This design comes from an exercise in tuning for small area and a short achievable clock period on the open sky130 flow, not from production work.
Function was checked by simulation only, so behaviour that the tests miss may differ from the original.

--- flow/config.mk ---
export PLATFORM = sky130hd
export DESIGN_NAME = videogen
export DESIGN_NICKNAME = videogen
export VERILOG_FILES = /design/flow/design.v
export SDC_FILE = /design/flow/constraint.sdc
export NUM_CORES = 4
export LEC_CHECK = 0
export CAP_MARGIN = 20
export CORE_MARGIN = 2
export CORE_UTILIZATION = 40
export SLEW_MARGIN = 20
--- flow/constraint.sdc ---
create_clock -name core_clock -period 40.0 [get_ports {clk}]
set_input_delay 8.0000 -clock core_clock [delete_from_list [all_inputs] [get_ports {clk}]]
set_output_delay 8.0000 -clock core_clock [all_outputs]
set_load 0.01 [all_outputs]
--- flow/design.v ---
module videogen(
  input clk,
  input resetn,
  output logic [23:0] data,
  output hsync,
  output vsync,
  output data_en
);
  logic[9:0] hctr;
  logic[9:0] vctr;
  always_ff @(posedge clk) begin
    if(!resetn) begin
      hctr <= 10'h0;
      vctr <= 10'h0;
    end else begin
      if(hctr == 799) begin
        hctr <= 10'h0;
        if(vctr == 624) begin
          vctr <= 10'h0;
        end else begin
          vctr <= vctr + 10'h1;
        end
      end else begin
        hctr <= hctr + 10'h1;
      end
    end
  end
  logic hblank;
  logic vblank;
  assign hblank = hctr >= 640;
  assign vblank = vctr >= 480;
  assign data_en = ~(hblank || vblank);
  assign hsync = hctr >= 680 && hctr < 760;
  assign vsync = vctr >= 500 && vctr < 600;
  localparam W = 640;
  localparam W4 = W / 4;
  localparam W2 = W / 2;
  localparam H = 480;
  localparam H1 = H / 4;
  localparam H2 = H / 2;
  localparam H3 = H * 3 / 4;
  localparam TRISLOPE8 = 12;
  logic xsign;
  logic[9:0] xnorm;
  logic[9:0] ynorm;
  always_comb begin
    if(hctr >= W2) begin
      xnorm = hctr - W2;
      xsign = 0;
    end else begin
      xnorm = W2 - hctr;
      xsign = 1;
    end
    ynorm = vctr - H1;
  end
  logic tricutoff;
  assign tricutoff = xnorm * TRISLOPE8 / 8 <= vctr - H1;
  logic[7:0] red_dist;
  logic[7:0] green_dist;
  logic[7:0] blue_dist;
  assign green_dist = (W4 * ynorm + H2 * xnorm) * 255 / (W * H / 4);
  assign blue_dist = (W4 * ynorm - H2 * xnorm) * 255 / (W * H / 4);
  assign red_dist = 255 - green_dist - blue_dist;
  always_comb begin
    if(vctr >= H1 && vctr <= H3 && tricutoff) begin
      if(xsign) begin
        data[7:0] = blue_dist;
        data[15:8] = green_dist;
        data[23:16] = red_dist;
      end else begin
        data[7:0] = green_dist;
        data[15:8] = blue_dist;
        data[23:16] = red_dist;
      end
    end else begin
      data[23:0] = 24'h00_00_00;
    end
  end
endmodule
--- flow/run.sh ---
#!/bin/bash
# synth_recipe.tcl (not shown) runs the flow's synth.tcl, then flattens the netlist and writes it again
# the make line also repeats each setting of config.mk as NAME=value (left out here)
make -C /OpenROAD-flow-scripts/flow DESIGN_CONFIG=/design/flow/config.mk WORK_HOME=/design/flow/orfs CLKGATE_MAP_FILE= SYNTH_SCRIPT=/design/flow/synth_recipe.tcl finish
==> results of run 1 <==
-- worst max-delay path, delay by kind of cell (launching register included) --
| family | cells | cell delay (ns) |
|---|---|---|
| AND/OR/NAND/NOR | 35 | 8.92 |
| XOR/XNOR | 8 | 2.14 |
| adder cells (fa/ha/maj) | 11 | 4.70 |
| flip-flops | 1 | 0.31 |
| AO/OA/AOI/OAI | 37 | 10.30 |
| buffers and inverters | 18 | 3.00 |
-- area by class of cell --
| class | instances | area, um2 |
|---|---|---|
| fill | 6864 | 37300 |
| sequential | 20 | 400 |
| clock buffer | 3 | 75.1 |
| multi-input combinational | 3168 | 24000 |
| tap | 855 | 1070 |
| timing repair buffer | 57 | 505 |
| inverter | 351 | 1320 |
-- placed cells by master, fill, tap and decap left out, types with 49 or more instances in the layout --
cell type / instances
o21ai_0: 146
xnor2_1: 257
and2_1: 56
a21o_1: 57
xor2_1: 108
fa_1: 147
ha_1: 186
nand2b_1: 56
nand2_1: 281
a211oi_1: 55
nor2_1: 310
inv_1: 332
a21oi_1: 257
nor3_1: 123
o211ai_1: 49
nand3_1: 135
-- flip-flops by register name, indices dropped and copies added (netlist names) --
register	count
hctr	10
vctr	10
-- metal layers --
layer  routed length, um  vias up
met2               34900      736
met3                3690       42
met1               39300    12780
met4                 444        0
li1                    -    13158
met5                   0        -
-- logic make-up (layout without fill, tap and decap cells) --
group | count (synthesis) | count (layout)
AO/OA/AOI/OAI | 1089 | 1089
XOR/XNOR | 374 | 374
adder cells (fa/ha/maj) | 340 | 340
buffers and inverters | 484 | 411
flip-flops | 20 | 20
multiplexers | 60 | 60
AND/OR/NAND/NOR | 1305 | 1305
-- how the worst max path moves through the flow --
stage / endpoint / cells after the start / startpoint / slack [ns]
6_report: data[23] / 109 / hctr[0] / 2.34
5_1_grt: data[23] / 111 / hctr[0] / 0.11
4_1_cts: data[23] / 106 / hctr[0] / 1.48
3_5_place_dp: data[23] / 108 / hctr[0] / 1.79
3_3_place_gp: data[23] / 106 / hctr[0] / 2.40
2_1_floorplan: data[23] / 112 / hctr[0] / 7.41
-- through the flow --
stage	setup slack (ns)	instances	util, %	hold WS [ns]
CTS	1.48	4453	42.2	0.590
detailed placement	1.79	4450	42.1	0.575
global placement	2.40	4450	42.1	0.562
finish	2.34	4454	42.3	0.578
global route	0.106	4454	42.3	0.653
floorplan	7.41	3672	-	0.529
==> summary.txt, run 1 <==
- Syn avg cell area: 7.15 um2
- Core Rows: 93
- Worst EP required: 32.00 ns
- Synth Instances: 3672
- Reg clk slew, reported paths: 0.06 ns
- Placer Congestion: 0.901
- Worst-path fanout max: 24
- Most common cell in the synthesized netlist: inv_1
- R2r setup slk: 37.19 ns
- Met2 Use GR: 37.0%
- Post-CTS sizing: 0
- Fraction of registers with async set/reset: 0%
- Area leader, netlist: fa_1
- Slowest stage delay, CP: 0.59 ns
- FF-to-FF End: vctr[9]
- Unique cell type count in the Yosys netlist: 150
- HPWL Detailed: 64.7 mm
- Root Driver: clkbuf_16
- Ys Warns: 1
- Setup Viol. Count Final: 0
- Final Max Tran Viols: 0
- Antenna diodes: 0
- Xor-xnor portion of the synthesized cell area: 12.7%
- Via density: 6.00
- Primary FF master, synth: dfxtp_1
- CP Capture Type: primary output
- Total GRT Usage: 22.5%
- Worst slew pin tran: 1.19 ns
- # Post-CTS Setup Buffers: 0
- DRT antenna net count: 0
- Worst path arrival time: 29.66 ns
- Worst Hold Depth: 2
- CTS buffer count: 3
- Die W: 260 um
- CTS tree: done
- R2R depth: 9
- Met1 Track Usage GR: 33.9%
- FF-to-FF Start: hctr[0]
- Final hold violation count: 0
- Final Instance Area: 27400 um2
- Net Count, Synth: 4007
- Die area: 67700 um2
- Met3 usage: 0.848%
- Total wire length: 78.3 mm
- Tightest Hold Check Type: reg2reg
- Seq/Total Area, Yosys: 1.52%
- Number of H-tree levels: 1
- Clock Sinks: 20
- Share of layout cells above drive strength 1: 6.64%
- Mapped cell area: 26300 um2
- NumNets Final: 3936
- Max Clock Skew: 0.00537 ns
- Post-Synth Simple-Gate Area: 25.6%
- Mux contribution to synthesized area: 2.43%
- Drt pass-1 iters: 5
- Post-synthesis compound-gate area fraction: 29.9%
- Core ar.: 64700 um2
- Grt total ovfl: 0
- Slew headroom: 20.0%
- Final worst path period need: 37.66 ns
- Antenna violations before repair: 0
- WS Path Type: reg2out
- Number of global-route vias before repair: 24918
- Fmax: 0.0266 GHz
- Global-route wire length before repair: 130 mm
- Largest net degree at the start of global routing: 26
- CP max-delay cell: or4_1
- Critical path launch point type: flop
- FF+latch count, synth: 20
- Hold_sp: vctr[6]
- Largest family of logic cells by synthesized area: compound AO/OA/AOI/OAI gates
- Hold EP: vctr[6]
- Synth top area cells: fa_1 11%, ha_1 8.9%, xnor2_1 8.6%
- Clock Path Buffers: 2
- Commonest cells in the netlist: 332 x inv_1, 311 x nor2_1, 282 x nand2_1, 257 x a21oi_1, 257 x xnor2_1
- Starting Density: 40.6%
- Final Cycle Share: 94.1%
- CTS Hold Bufs: 0
- Die H: 260 um
- Max-cap viol count: 0
- Drc violations: 0
- Post-synth top area share: 11.2%
- Routed WL per cell: 17.6 um
- Status: no timing/DRC/antenna violations
- RSZ-0062 raised after global routing: false
- IO Pins: 29
- Area Overhead vs Synth: 4.20%
- Adder-Cell Fraction of Synth Area: 20.3%
- Clock latency on the worst-skew pair: 0.25 ns
- Final setup TNS: 0 ns
- Vias: 26716
- Initial DRC Count: 2267
- Global route hottest layer: met2
- Number of synthesized flops with an enable pin: 0
- DP Area: 27200 um2
- Port buffer count: 28
==> run 2, diff against run 1 <==
==> flow/design.v (replaced) <==
module videogen(
  input clk,
  input resetn,
  output logic [23:0] data,
  output logic hsync,
  output logic vsync,
  output logic data_en
);
  logic [9:0] hctr;
  logic [9:0] vctr;
  always_ff @(posedge clk) begin
    if (!resetn) begin
      hctr <= 10'd1;
      vctr <= 10'd0;
    end else begin
      if (hctr == 10'd799) begin
        hctr <= 10'd0;
        if (vctr == 10'd624) vctr <= 10'd0;
        else vctr <= vctr + 10'd1;
      end else begin
        hctr <= hctr + 10'd1;
      end
    end
  end
  logic        xsign;
  logic [8:0]  xn;       
  logic [7:0]  yn;       
  logic [10:0] t3;       
  logic [11:0] dd;       
  logic [10:0] ss;       
  logic [14:0] gp, bp;
  logic [7:0]  g, b, r;
  logic        intri;
  always_comb begin
    xsign = hctr < 10'd320;
    xn    = xsign ? 9'(10'd320 - hctr) : 9'(hctr - 10'd320);
    yn    = 8'(vctr - 10'd120);
    t3    = {2'b0, xn} + {1'b0, xn, 1'b0};
    ss    = {2'b0, yn, 1'b0} + t3;
    dd    = {3'b0, yn, 1'b0} - {1'b0, t3};
    gp    = {4'b0, ss} + {ss, 4'b0};
    bp    = {3'b0, dd} + {dd[10:0], 4'b0};
    intri = (vctr >= 10'd120) && (vctr <= 10'd360) && !(dd[11] && dd[10:0] != 11'h7ff);
    g = gp[13:6];
    b = dd[11] ? 8'd115 : bp[13:6];
    r = 8'd255 - g - b;
  end
  always_ff @(posedge clk) begin
    if (!resetn) begin
      data    <= 24'h0;
      hsync   <= 1'b0;
      vsync   <= 1'b0;
      data_en <= 1'b1;
    end else begin
      data_en <= (hctr < 10'd640) && (vctr < 10'd480);
      hsync   <= (hctr >= 10'd680) && (hctr < 10'd760);
      vsync   <= (vctr >= 10'd500) && (vctr < 10'd600);
      if (intri)
        data <= xsign ? {r, g, b} : {r, b, g};
      else
        data <= 24'h0;
    end
  end
endmodule
==> summary.txt, run 2 <==
- HPWL Detailed: 7.81 mm
- Port buffer count: 28
- Largest net degree at the start of global routing: 25
- Root Driver: clkbuf_8
- Fillcell total: 1130
- FF+latch count, synth: 47
- Status: no timing/DRC/antenna violations
- Slew headroom: 43.9%
- Primary FF master, synth: dfxtp_1
- Routed WL per cell: 14.0 um
- Final Max Tran Viols: 0
- RSZ-0062 raised after global routing: false
- Starting Density: 41.0%
- Final setup TNS: 0 ns
- Number of synthesized flops with an enable pin: 0
- Fraction of registers with async set/reset: 0%
- Number of flip-flops under the largest register name: 24
- WS Path Type: in2reg
- Syn avg cell area: 8.33 um2
- Tightest Hold Check Type: reg2reg
- Total wire length: 9.65 mm
- Number of global-route vias before repair: 3469
- Area Overhead vs Synth: 9.41%
- Post-CTS sizing: 0
- Total GRT Usage: 17.0%
- Reg clk slew, reported paths: 0.08 ns
- Post-synth top area share: 21.2%
- Worst path arrival time: 10.48 ns
- Final Cycle Share: 25.7%
- NumNets Final: 613
- Clock Sinks: 47
- Ys Warns: 1
- Share of layout cells above drive strength 1: 7.27%
- Setup Viol. Count Final: 0
- Regs by FF count: data (24), hctr (10), vctr (10)
- DRT antenna net count: 0
- Drt pass-1 iters: 4
- Via density: 5.25
- Antenna violations before repair: 0
- CTS buffer count: 5
- Area leader, netlist: dfxtp_1
- CTS tree: done
- Most frequent cells in the layout: 60 x nor2_1, 57 x ha_1, 47 x dfxtp_1, 42 x inv_1, 37 x xnor2_1
- Final worst path period need: 10.28 ns
- Clock Path Buffers: 2
- Most common cell in the synthesized netlist: nor2_1
- Max-cap viol count: 0
- Fmax: 0.0973 GHz
- Die H: 109 um
- Commonest cells in the netlist: 60 x nor2_1, 57 x ha_1, 47 x dfxtp_1, 42 x inv_1, 37 x xnor2_1
- CP Capture Type: flop
- Global-route wire length before repair: 16.1 mm
- Die area: 12000 um2
- Worst-path fanout max: 24
- Worst EP required: 40.20 ns
- Net Count, Synth: 595
- Placer Congestion: 0.897
- Core ar.: 10800 um2
- Final setup margin: 29.72 ns
- Core Rows: 38
- Top reg by flops: data
- Worst slew pin tran: 0.830 ns
- Antenna diodes: 0
- Number of H-tree levels: 2
- Initial DRC Count: 133
- Synth Instances: 533
- Unique cell type count in the Yosys netlist: 70
- Max Clock Skew: 0.00627 ns
- # Post-CTS Setup Buffers: 0
- Clock latency on the worst-skew pair: 0.30 ns
- Vias: 3622
- Die W: 109 um
- Most common cell after layout, fill and taps aside: nor2_1
- Final hold violation count: 0
- Seq/Total Area, Yosys: 21.2%
- IO Pins: 29
- Drc violations: 0
- Mapped cell area: 4440 um2
- Synth top area cells: dfxtp_1 21%, ha_1 16%, xnor2_1 7.3%
- CTS Hold Bufs: 0
- Critical path launch point type: input pin
- Grt total ovfl: 0
- Place WS: 29.37 ns
## run 2: cell count changes in the layout (fill, tap and decap cells not counted), moves of 122 or more
cell / change
fa_1: -144
ha_1: -129
nor2_1: -250
nand2_1: -245
a21oi_1: -226
nand3_1: -122
o21ai_0: -131
xnor2_1: -220
inv_1: -290
## run 2: stage by stage
| stage | instances | hold WS [ns] | utilization [%] | instance area [um2] |
|---|---|---|---|---|
| 6_report | 690 | 0.582 | 44.8 | 4860 |
| 5_1_grt | 690 | 0.606 | 44.8 | 4860 |
| 4_1_cts | 690 | 0.580 | 44.8 | 4860 |
| 3_5_place_dp | 684 | 0.567 | 44.1 | 4790 |
| 3_3_place_gp | 684 | 0.535 | 44.1 | 4790 |
| 2_1_floorplan | 533 | 0.508 | - | 4440 |
## run 2: layout make-up
| cell class | count | area (um2) | share of cell area [%] |
|---|---|---|---|
| clock buffers | 6 | 72.6 | 1.49 |
| inverters | 43 | 163 | 3.35 |
| multi-input cells | 425 | 3220 | 66.3 |
| flip-flops and latches | 47 | 941 | 19.4 |
| well taps | 140 | 175 | 3.61 |
| repair buffers | 29 | 288 | 5.92 |
## run 2: path summary, 6_finish.rpt
path	from	slack, ns	to	cells past startpoint
worst max register to register	hctr[7]	31.80	data[23]	34
worst min register to register	vctr[9]	0.58	vctr[9]	2
worst min-delay path	vctr[9]	0.58	vctr[9]	2
worst max-delay path	resetn	29.72	data[12]	8
## run 2: worst max-delay path, cell delays in order
cell,delay (ns)
clkdlybuf4s50_1,0.53
inv_1,0.13
nor4b_1,0.53
o2111a_1,0.27
nand4_1,0.08
and4b_2,0.32
a31oi_4,0.28
a211oi_1,0.34
## run 2: cells by family after synthesis
logic type	after synthesis	synth area share [%]
XOR/XNOR	66	14.2
flip-flops	47	21.2
AO/OA/AOI/OAI	105	16.9
buffers and inverters	61	6.31
multiplexers	8	1.97
AND/OR/NAND/NOR	185	21.8
adder cells (fa/ha/maj)	61	17.6
## run 2: layer usage
layer / track usage [%] / up-vias / routed length [um]
li1: - / 1881 / -
met3: 3.14 / 21 / 393
met2: 30.2 / 71 / 4670
met5: 0 / - / 0
met4: 5.88 / 0 / 234
met1: 20.4 / 1649 / 4350
==> run 3, diff against run 2 <==
==> flow/design.v (replaced) <==
module videogen(
  input clk,
  input resetn,
  output logic [23:0] data,
  output logic hsync,
  output logic vsync,
  output logic data_en
);
  function automatic [13:0] add14(input [13:0] a, input [13:0] b, input ci);
    logic [14:0] c;
    c[0] = ci;
    for (int i = 0; i < 14; i++) begin
      add14[i] = a[i] ^ b[i] ^ c[i];
      c[i+1]   = (a[i] & b[i]) | (c[i] & (a[i] ^ b[i]));
    end
  endfunction
  logic [9:0] uc;
  logic [9:0] yc;
  logic [9:0] uc_inc, yc_inc;
  assign uc_inc = 10'(add14({4'b0, uc}, 14'd0, 1'b1));
  assign yc_inc = 10'(add14({4'b0, yc}, 14'd0, 1'b1));
  always_ff @(posedge clk) begin
    if (!resetn) begin
      uc <= 10'(-319);
      yc <= 10'(-120);
    end else begin
      if (uc == 10'd479) begin
        uc <= 10'(-320);
        if (yc == 10'd504) yc <= 10'(-120);
        else yc <= yc_inc;
      end else begin
        uc <= uc_inc;
      end
    end
  end
  logic [11:0] a3;         
  logic [11:0] zl, zm;     
  logic [13:0] pl, pm;     
  logic        ml, mm;     
  logic [7:0]  l, m, r;
  logic        intri;
  always_comb begin
    a3 = 12'(add14({{5{uc[8]}}, uc[8:0]}, {{4{uc[8]}}, uc[8:0], 1'b0}, 1'b0));
    zl = 12'(add14({5'b0, yc[7:0], 1'b0}, {2'b0, a3}, 1'b0));
    zm = 12'(add14({5'b0, yc[7:0], 1'b0}, {2'b0, ~a3}, 1'b1));
    pl = add14({{2{zl[11]}}, zl}, {zl[9:0], 4'b0}, 1'b0);
    pm = add14({{2{zm[11]}}, zm}, {zm[9:0], 4'b0}, 1'b0);
    ml = &zl;
    mm = &zm;
    l = pl[13:6] & ~{ml, 3'b0, ml, ml, 2'b0};
    m = pm[13:6] & ~{mm, 3'b0, mm, mm, 2'b0};
    r = 8'(add14({6'b0, ~l}, {6'b0, ~m}, 1'b1));
    intri = !yc[9] && (yc[8:0] <= 9'd240) && (uc[9] == uc[8])
            && (!zl[11] || ml) && (!zm[11] || mm);
  end
  always_ff @(posedge clk) begin
    if (!resetn) begin
      data    <= 24'h0;
      hsync   <= 1'b0;
      vsync   <= 1'b0;
      data_en <= 1'b1;
    end else begin
      data_en <= (uc[9] || uc < 10'd320) && (yc[9] || yc < 10'd360);
      hsync   <= !uc[9] && uc >= 10'd360 && uc < 10'd440;
      vsync   <= !yc[9] && yc >= 10'd380 && yc < 10'd480;
      data    <= intri ? {r, m, l} : 24'h0;
    end
  end
endmodule
==> summary.txt, run 3 <==
- Drt pass-1 iters: 4
- Regs by FF count: data (24), uc (10), yc (10)
- CTS buffer count: 5
- Die area: 8780 um2
- CTS Hold Bufs: 0
- Slew headroom: 50.0%
- Core Rows: 32
- Clock Sinks: 47
- Fillcell total: 740
- Global-route wire length before repair: 9.90 mm
- Antenna diodes: 0
- Primary FF master, synth: dfxtp_1
- Adder-Cell Fraction of Synth Area: 40.3%
- Final Cycle Share: 23.9%
- Synth top area cells: dfxtp_1 29%, fa_1 26%, ha_1 15%
- Number of flip-flops under the largest register name: 24
- Final hold violation count: 0
- WS Path Type: in2reg
- IO Pins: 29
- Critical path launch point type: input pin
- Unique cell type count in the Yosys netlist: 45
- Dpl cells: 417
- Worst-path cell chain: clkdlybuf4s50_1 > nor4bb_1 > o41ai_1 > a221oi_2 > and2_1
- Finished Layout Cells: 425
- Placer Congestion: 0.834
- Xor-xnor portion of the synthesized cell area: 2.68%
- Starting Density: 41.4%
- Post-CTS sizing: 0
- Worst EP required: 40.23 ns
- Seq/Total Area, Yosys: 29.2%
- Syn avg cell area: 11.0 um2
- Final setup TNS: 0 ns
- Final worst path period need: 9.58 ns
- Antenna violations before repair: 0
- Largest net degree at the start of global routing: 17
- Commonest cells in the netlist: 59 x inv_1, 47 x dfxtp_1, 41 x fa_1, 38 x ha_1, 14 x and2_1
- Largest family of logic cells by synthesized area: adder cells
- Initial DRC Count: 40
- NumNets Final: 403
- Root Driver: clkbuf_8
- Post-Synth Simple-Gate Area: 12.9%
- CP max-delay cell: clkdlybuf4s50_1
- Synth Instances: 292
- Share of layout cells above drive strength 1: 7.43%
- Fraction of registers with async set/reset: 0%
- Area leader, netlist: dfxtp_1
- Worst path arrival time: 9.81 ns
- Core ar.: 7770 um2
- Number of synthesized flops with an enable pin: 0
- Tightest Hold Check Type: reg2reg
- CP Capture Type: flop
- Top reg by flops: data
- Grt total ovfl: 0
- Max-cap viol count: 0
- Reg clk slew, reported paths: 0.08 ns
- Worst slew pin tran: 0.741 ns
- Most common cell in the synthesized netlist: inv_1
- Final Max Tran Viols: 0
- Vias: 2010
- CTS tree: done
- Total wire length: 5.81 mm
- Routed WL per cell: 13.7 um
- Clock latency on the worst-skew pair: 0.29 ns
- Post-synthesis compound-gate area fraction: 6.80%
- # Post-CTS Setup Buffers: 0
- Fmax: 0.104 GHz
- FF+latch count, synth: 47
- RSZ-0062 raised after global routing: false
- Status: no timing/DRC/antenna violations
- Mapped cell area: 3220 um2
- Port buffer count: 28
- Worst-path fanout max: 8
- Number of H-tree levels: 2
- Max Clock Skew: 0.00550 ns
- Via density: 4.73
- Die H: 93.7 um
- Drc violations: 0
- DRT antenna net count: 0
- Number of global-route vias before repair: 2064
- Die W: 93.7 um
- Clock Path Buffers: 2
- Most common cell after layout, fill and taps aside: inv_1
- Ys Warns: 1
- Net Count, Synth: 373
- Setup Viol. Count Final: 0
- HPWL Detailed: 4.80 mm
- Total GRT Usage: 14.6%
- Slowest stage delay, CP: 0.56 ns
- Area Overhead vs Synth: 15.0%
- Post-synth top area share: 29.2%
- Most frequent cells in the layout: 59 x inv_1, 47 x dfxtp_1, 41 x fa_1, 38 x ha_1, 28 x clkdlybuf4s50_1
- Mux contribution to synthesized area: 0.350%
[run 3: changes by cell type after synthesis, sizes merged, moves of 9 or more]
cell / delta
ha: -19
nor3: -18
a21o: -9
and2: +9
inv: +17
nor2: -46
a21oi: -28
xor2: -23
xnor2: -39
fa: +38
nand2: -27
o21ai: -17
[run 3: through the flow]
| stage | instance area (um2) | hold slack, ns | worst slack (ns) | util [%] |
|---|---|---|---|---|
| global placement | 3600 | 0.510 | 30.03 | 46.3 |
| finish | 3700 | 0.542 | 30.42 | 47.7 |
| global route | 3700 | 0.572 | 30.18 | 47.7 |
| CTS | 3700 | 0.533 | 30.25 | 47.6 |
| floorplan | 3220 | 0.473 | 30.98 | - |
| detailed placement | 3600 | 0.506 | 29.93 | 46.3 |
[run 3: final timing paths]
path	start	slack, ns	cells after the start	endpoint
worst max-delay path	resetn	30.42	5	data[17]
worst min-delay path	uc[9]	0.54	2	uc[9]
worst min register to register	uc[9]	0.54	2	uc[9]
worst max register to register	uc[0]	32.23	24	data[23]
[run 3: logic make-up (layout without fill, tap and decap cells)]
kind of cell / after synthesis / count (layout)
buffers and inverters: 64 / 95
XOR/XNOR: 5 / 5
flip-flops: 47 / 47
AND/OR/NAND/NOR: 68 / 68
adder cells (fa/ha/maj): 79 / 79
AO/OA/AOI/OAI: 28 / 28
multiplexers: 1 / 1
[run 3: area by class of cell]
class / count / area [um2] / share of cell area (%)
repair buffers: 28 / 280 / 7.57
inverters: 59 / 221 / 5.98
well taps: 102 / 128 / 3.45
clock buffers: 8 / 100 / 2.70
flip-flops and latches: 47 / 941 / 25.4
multi-input cells: 181 / 2030 / 54.9
[run 3: worst max-delay path: cells and delay by family]
kind            cells  cell delay, ns
compound gates      2            0.70
buf+inv             1            0.56
simple gates        2            0.55
[run 3: routing by layer]
layer / share of wire, % / GRT usage (%)
met5: 0 / 0
met4: 0.74 / 3.50
met3: 3.0 / 2.65
met2: 50 / 25.8
met1: 46 / 18.5

re-timing with driven ports:
How much do the figures lean on ideal ports? The routed layouts below were timed once more, with nothing changed but the port constraints.
Step 1 assumes that a clkbuf_16 drives the clock port and a buf_2 every other input.
Step 2 adds t to the input delays and takes it off the output delays; t is the mean of the earliest and latest rising clock arrival at the registers after step 1. Input paths then give back, and output paths get back, about the clock's delay inside the block.
Slacks: ideal ports / drivers / drivers and shift; pairs: ideal ports / drivers.
run	t, ns	setup slack, ns	hold slack, ns	worst slew at a driven data input, ns	pins driven straight from the clock port
run 1	0.273	2.343 / 2.317 / 2.589	0.578 / 0.578 / 0.578	0.03	1
run 2	0.325	29.719 / 29.724 / 29.399	0.582 / 0.582 / 0.582	0.03	1
run 3	0.317	30.421 / 30.427 / 30.110	0.542 / 0.542 / 0.542	0.03	1
After both steps every run listed still meets setup and hold. For run 2, which loses most, drivers alone change the setup slack by +0.005 ns; drivers and shift together by -0.320 ns.
